Context: an optimization exercise on an open-source flow, tuned for small area, a short achievable clock period and few clock cycles. The choices shown serve that exercise and are no tape-out recipe. In this exercise RTL edits were held to simulation tests only and were not proved equivalent to the original.

==> flow/design.v, too long to show whole: its modules and the start of the top module <==
// module mac_lane: 1612 lines
// module fa3: 4 lines
// module ha2: 4 lines
// module line_buffer: 25 lines
// module conv_core: 193 lines
module conv_core (
    input  wire         clk,
    input  wire         rst_n,
    input  wire         start,
    input  wire [3:0]   img_width_strips,
    input  wire [5:0]   img_height,
    input  wire [1:0]   stride,
    input  wire [127:0] weights,
    output wire [1:0]   k_x,
    output wire [1:0]   k_y,
    input  wire [63:0]  din_data,
    input  wire         din_valid,
    output wire         din_ready,
    output wire [223:0] dout_data,
    output wire         dout_valid,
    output wire         done
);
  // ...
==> flow/run.sh <==
#!/bin/bash
# synth_recipe.tcl (not shown) runs the flow's synth.tcl, then flattens the netlist and writes it again
# the make line also repeats each setting of config.mk as NAME=value (left out here)
make -C /OpenROAD-flow-scripts/flow DESIGN_CONFIG=/design/flow/config.mk WORK_HOME=/design/flow/orfs CLKGATE_MAP_FILE= SYNTH_SCRIPT=/design/flow/synth_recipe.tcl finish
==> flow/config.mk <==
export PLATFORM = sky130hd
export DESIGN_NAME = conv_core
export DESIGN_NICKNAME = conv_core
export VERILOG_FILES = /design/flow/design.v
export SDC_FILE = /design/flow/constraint.sdc
export NUM_CORES = 4
export LEC_CHECK = 0
export CAP_MARGIN = 20
export CORE_MARGIN = 2
export CORE_UTILIZATION = 40
export SLEW_MARGIN = 20
export SYNTH_HIERARCHICAL = 1
==> flow/constraint.sdc <==
create_clock -name core_clock -period 6.0 [get_ports {clk}]
set_input_delay 1.2000 -clock core_clock [delete_from_list [all_inputs] [get_ports {clk}]]
set_output_delay 1.2000 -clock core_clock [all_outputs]
set_load 0.01 [all_outputs]
==> impl_results.md, run 1 <==
- Worst path bufs/invs: 1
- Grt peak-use layer: met2
- Cell taking the most area after synthesis: edfxtp_1
- Final WL: 435000 microns
- Mapped Cells: approximately 10000
- Status: finished with violations
- Reg area: slightly above 70000 sq um
- Max capacitance violation total: 0
- Unrepaired setup endpoints after global routing: no
- EDFF count, synth: between 1000 and 1500
- Post-DRT Antenna Nets: 2
- Hold_sp: f1
- Post-route clock skew: between 0.05 and 0.06 ns
- CTS tree: built
- Core Util, Final: 0.460
- Non-clk buf share: 0.0365
- Largest class: multi-input gates
- Filler cell count: approximately 32000
- Placed Area: 160000 sq um
- I/O Buffers: approximately 440
- Via count: approximately 86000
- Root Driver: clkbuf_16
- Max layer used: met5
- Multi-input gate share of the layout cell area: 0.447
- DIE HEIGHT: between 600 and 700 microns
- Ant diodes: 40
- SO Viols: antenna violations
- Hold WC Path Type: register to register
- Num CTS Buffers: roughly 320
Testbench counts, summed over its fixed seeds: cycles 8,793.
==> run 2, diff against run 1 <==
--- a/flow/config.mk
+++ b/flow/config.mk
@@ -5,8 +5,10 @@
 export SDC_FILE = /design/flow/constraint.sdc
 export NUM_CORES = 4
 export LEC_CHECK = 0
+export ABC_CLOCK_PERIOD_IN_PS = 2800
 export CAP_MARGIN = 20
 export CORE_MARGIN = 2
 export CORE_UTILIZATION = 40
+export SETUP_SLACK_MARGIN = 3.2
 export SLEW_MARGIN = 20
 export SYNTH_HIERARCHICAL = 1
==> impl_results.md, run 2 <==
- Slowest-stage cell, CP: fa_2
- GR Util All Layers: 0.271
- Hold EP: f2
- Final setup viols: 0
- Via count: 93400 (+8.6%)
- Largest family of logic cells by synthesized area: adder cells
- Post-route clock skew: 0.0785 ns (+0.0209 ns)
- Sum Neg Setup Slack: 0 ns
- Synth top area cells: edfxtp_1 (28%), fa_1 (27%), dfxtp_1 (19%)
- Async SR Flop Fraction: 0.0186
- Vias in the first global route: ~100000
- Crit path required time: 6.86 ns
- Cell taking the most area after synthesis: edfxtp_1
- Top Registers: GP.GO.lane.r1 x720, lb.ram0 x512, lb.ram1 x512
- Synth Register Bits: 2845
- Max capacitance violation total: 0 (unchanged)
- Mean area per synthesized cell: between 10 and 15 sq um
- I/O Buffers: 438 (unchanged)
- Reg2Reg Setup Slack: 2.82 ns
- Post-Synth Simple-Gate Area: 0.111
- Die ar.: ~380000 sq um
- Slew @ Worst Pin: approximately 1.0 ns
- I/O pin count: about 440
- Initial antenna violation count: 111
- XOR/XNOR Fraction of Synth Area: 0.00997
- Dpl cells: about 15000
- Primary FF master, synth: dfxtp_1
- R2r endpoint: GP[0].GO[1].lane.r1[46]
- Hold WC Path Type: register to register
- CP Data Arrival Time: about 4 ns
- Setup CP Type: register to register
- Vias per Instance: 5.63
- Max FFs per register: between 700 and 800
- Area Growth Syn to Fin: 23.6%
- Initial Util: 0.402
- Unrepaired setup endpoints after global routing: yes
- Most frequent cells in the layout: fa_1 (1461), and2_1 (1426), edfxtp_1 (1376), dfxtp_1 (1259), fa_2 (587)
- Num CTS Buffers: 323 (unchanged)
- Sequential element share of the synthesized area: 0.475
- Die Wd: around 620 microns
- Routed length per instance: 31.5 microns
- Hold path depth: 0
- Tmin final: between 3 and 4 ns
- CP top delay family: adder cells
- CP startpoint kind: register
- Share of post-route cells with drive strength above 1: 0.264
- Post-synthesis mux area share: 0.0600
- Yosys cell types: just under 70
- Critical path endpoint category: register
- Synth cell count leaders: fa_1 (2048), and2_1 (1614), dfxtp_1 (1416)
- Placed Area: 160000 sq um (unchanged)
- Final Hold Fails: 0
- Top-area cell type share of the netlist area: 0.277
- Clock transition at the registers of the reported paths: about 0.060 ns
- Ys Warns: 9
- Top cell by count, worst path: fa_2
- Root Driver: clkbuf_16
- Mapped Cells: 9989 (unchanged)
- Status: timing/DRC/antenna clean
- Final net count: roughly 14000
- Iteration-0 DRC count of the detailed router: a little over 10000
- First-pass GRT wire length: roughly 730000 microns
- Post-DRT Antenna Nets: 0 (-2)
- Core Util, Final: 0.496 (+0.0363)
- Placer Congestion: 0.882
- Worst R2R Start: act_q[6]
- Crit-path max FO: 3
- DIE HEIGHT: 615 microns (unchanged)
- Worst reg-to-reg path cell count: 8
- Drc violations: 0
- Hpwl dp: 288000 microns
- Hold_sp: f1
- Pre-CTS setup slack: 1.90 ns
- Worst-path cell chain: buf_12, buf_16, buf_12, and2_4, fa_2, fa_2, fa_2, fa_2
- Worst setup margin: between 2 and 3 ns
- Worst path bufs/invs: 3 (+2)
- Layout Cells excl Fill: approximately 17000
- Final period util: 0.530
- Most flops, register: GP.GO.lane.r1
- Largest net degree at the start of global routing: between 100 and 150
- Clock Tree Buf Depth: 4
- CP max stage delay: about 0.57 ns
- Count leader, synth: fa_1
- Clk Latency, worst-skew pair: a little under 1 ns
- Slew headroom: 0.304
- EDFF count, synth: 1376 (unchanged)
- Final hold slack: between 0.3 and 0.4 ns
- Syn_nets: 12500
- Core ar.: approximately 370000 sq um
- Fmax: 0.314 GHz
- H-tree depth: 5
- First drt pass iteration count: 6
- Final WL: 523000 microns (+20%)
- # rows: 224
- Grt ovf: 0
- Max Transition Viols Final: 0
- CTS tree: built
- Synth Area in Adders: 0.300
- Most common cell after layout, fill and taps aside: fa_1
- Compound-Gate Fraction of Synth Area: 0.0311
- Synthesized area: between 100000 and 150000 sq um
- Cell area after layout: between 150000 and 200000 sq um
- CTS sink cnt: 2845
==> run 2: worst max-delay path by stage <==
stage                  start                 endpoint  slack, ns  cells after the start
floorplan              kx[0]            lb.ram0[7][0]      -4.66                      5
finish              act_q[6]  GP[0].GO[1].lane.r1[46]       2.82                      8
detailed placement     kx[1]           lb.ram0[5][55]       1.90                      5
CTS                 act_q[3]  GP[0].GO[2].lane.r1[40]       2.90                      8
global placement       kx[1]            lb.ram0[5][8]       1.95                      5
global route        act_q[2]  GP[0].GO[1].lane.r1[46]       2.84                      8
==> run 2: area by class of cell <==
class / instances / area (sq um)
Antenna cell: 116 / 290
Clock buffer: 428 / 8960
Clock inverter: 160 / 1620
Fill cell: 31000 / 187000
Inverter: 107 / 402
Multi-Input combinational cell: 6760 / 80000
Sequential cell: 2845 / 71600
Tap cell: 4972 / 6220
Timing Repair Buffer: 1199 / 15600
==> run 2: cells by family (layout without fill, tap and decap cells) <==
group,Yosys count,count (layout)
flip-flops,2845,2845
AO/OA/AOI/OAI,682,682
adder cells (fa/ha/maj),2351,2351
multiplexers,612,612
AND/OR/NAND/NOR,2943,2945
XOR/XNOR,170,170
buffers and inverters,386,1894
other,0,116
==> run 2: timing repair <==
action	4_1_cts	5_1_grt
hold endpoints to repair	0	0
cloned	101	17
gates resized for setup	1982	481
hold buffers	0	0
endpoints found under the setup margin	2271	901
pin swaps	618	466
buffers inserted	350	74
==> run 2: Yosys stat by module, one instance, submodules excluded <==
module | flops+latches | cells inside | area [sq um]
fa3 | 0 | 1 | 20.0
conv_core | 477 | 1301 | 16300
line_buffer | 1312 | 2040 | 48000
ha2 | 0 | 1 | 12.5
mac_lane | 132 | 559 | 5310
==> run 2: per-layer routing <==
metal | wire [microns] | up-vias | GRT usage
li1 | - | 36700 | -
met1 | 188000 | 48800 | 0.332
met2 | 239000 | 5949 | 0.424
met3 | 59400 | 1929 | 0.0855
met4 | 35700 | 41 | 0.155
met5 | 279 | - | 0

[static timing again, ports no longer ideal]
In the flow no input, the clock included, has a driving cell. The finished layouts below were timed again as built, in two steps.
Step 1 assumes that a clkbuf_16 drives the clock port and a buf_2 every other input.
Step 2, shift: input delay + t, output delay - t, t = (earliest + latest rising clock arrival at the registers) / 2. This alone moves slack from input paths to output paths.
Three values: no drivers, after step 1, after step 2; two values: the first two.
| run | shift t [ns] | setup slack, ns | latest minus earliest clock arrival (ns) | slew at the worst register clock pin (ns) | cell pins on the clock port's net |
|---|---|---|---|---|---|
| run 1 | 1.033 | 1.989 / 1.989 / 1.989 | 0.066 / 0.066 | 0.07 / 0.07 | 1 |
| run 2 | 1.065 | 2.820 / 2.820 / 2.639 | 0.085 / 0.085 | 0.07 / 0.07 | 1 |
The setup slack of run 2, which loses most, moves by 0.000 ns with the drivers and by -0.181 ns with both steps.
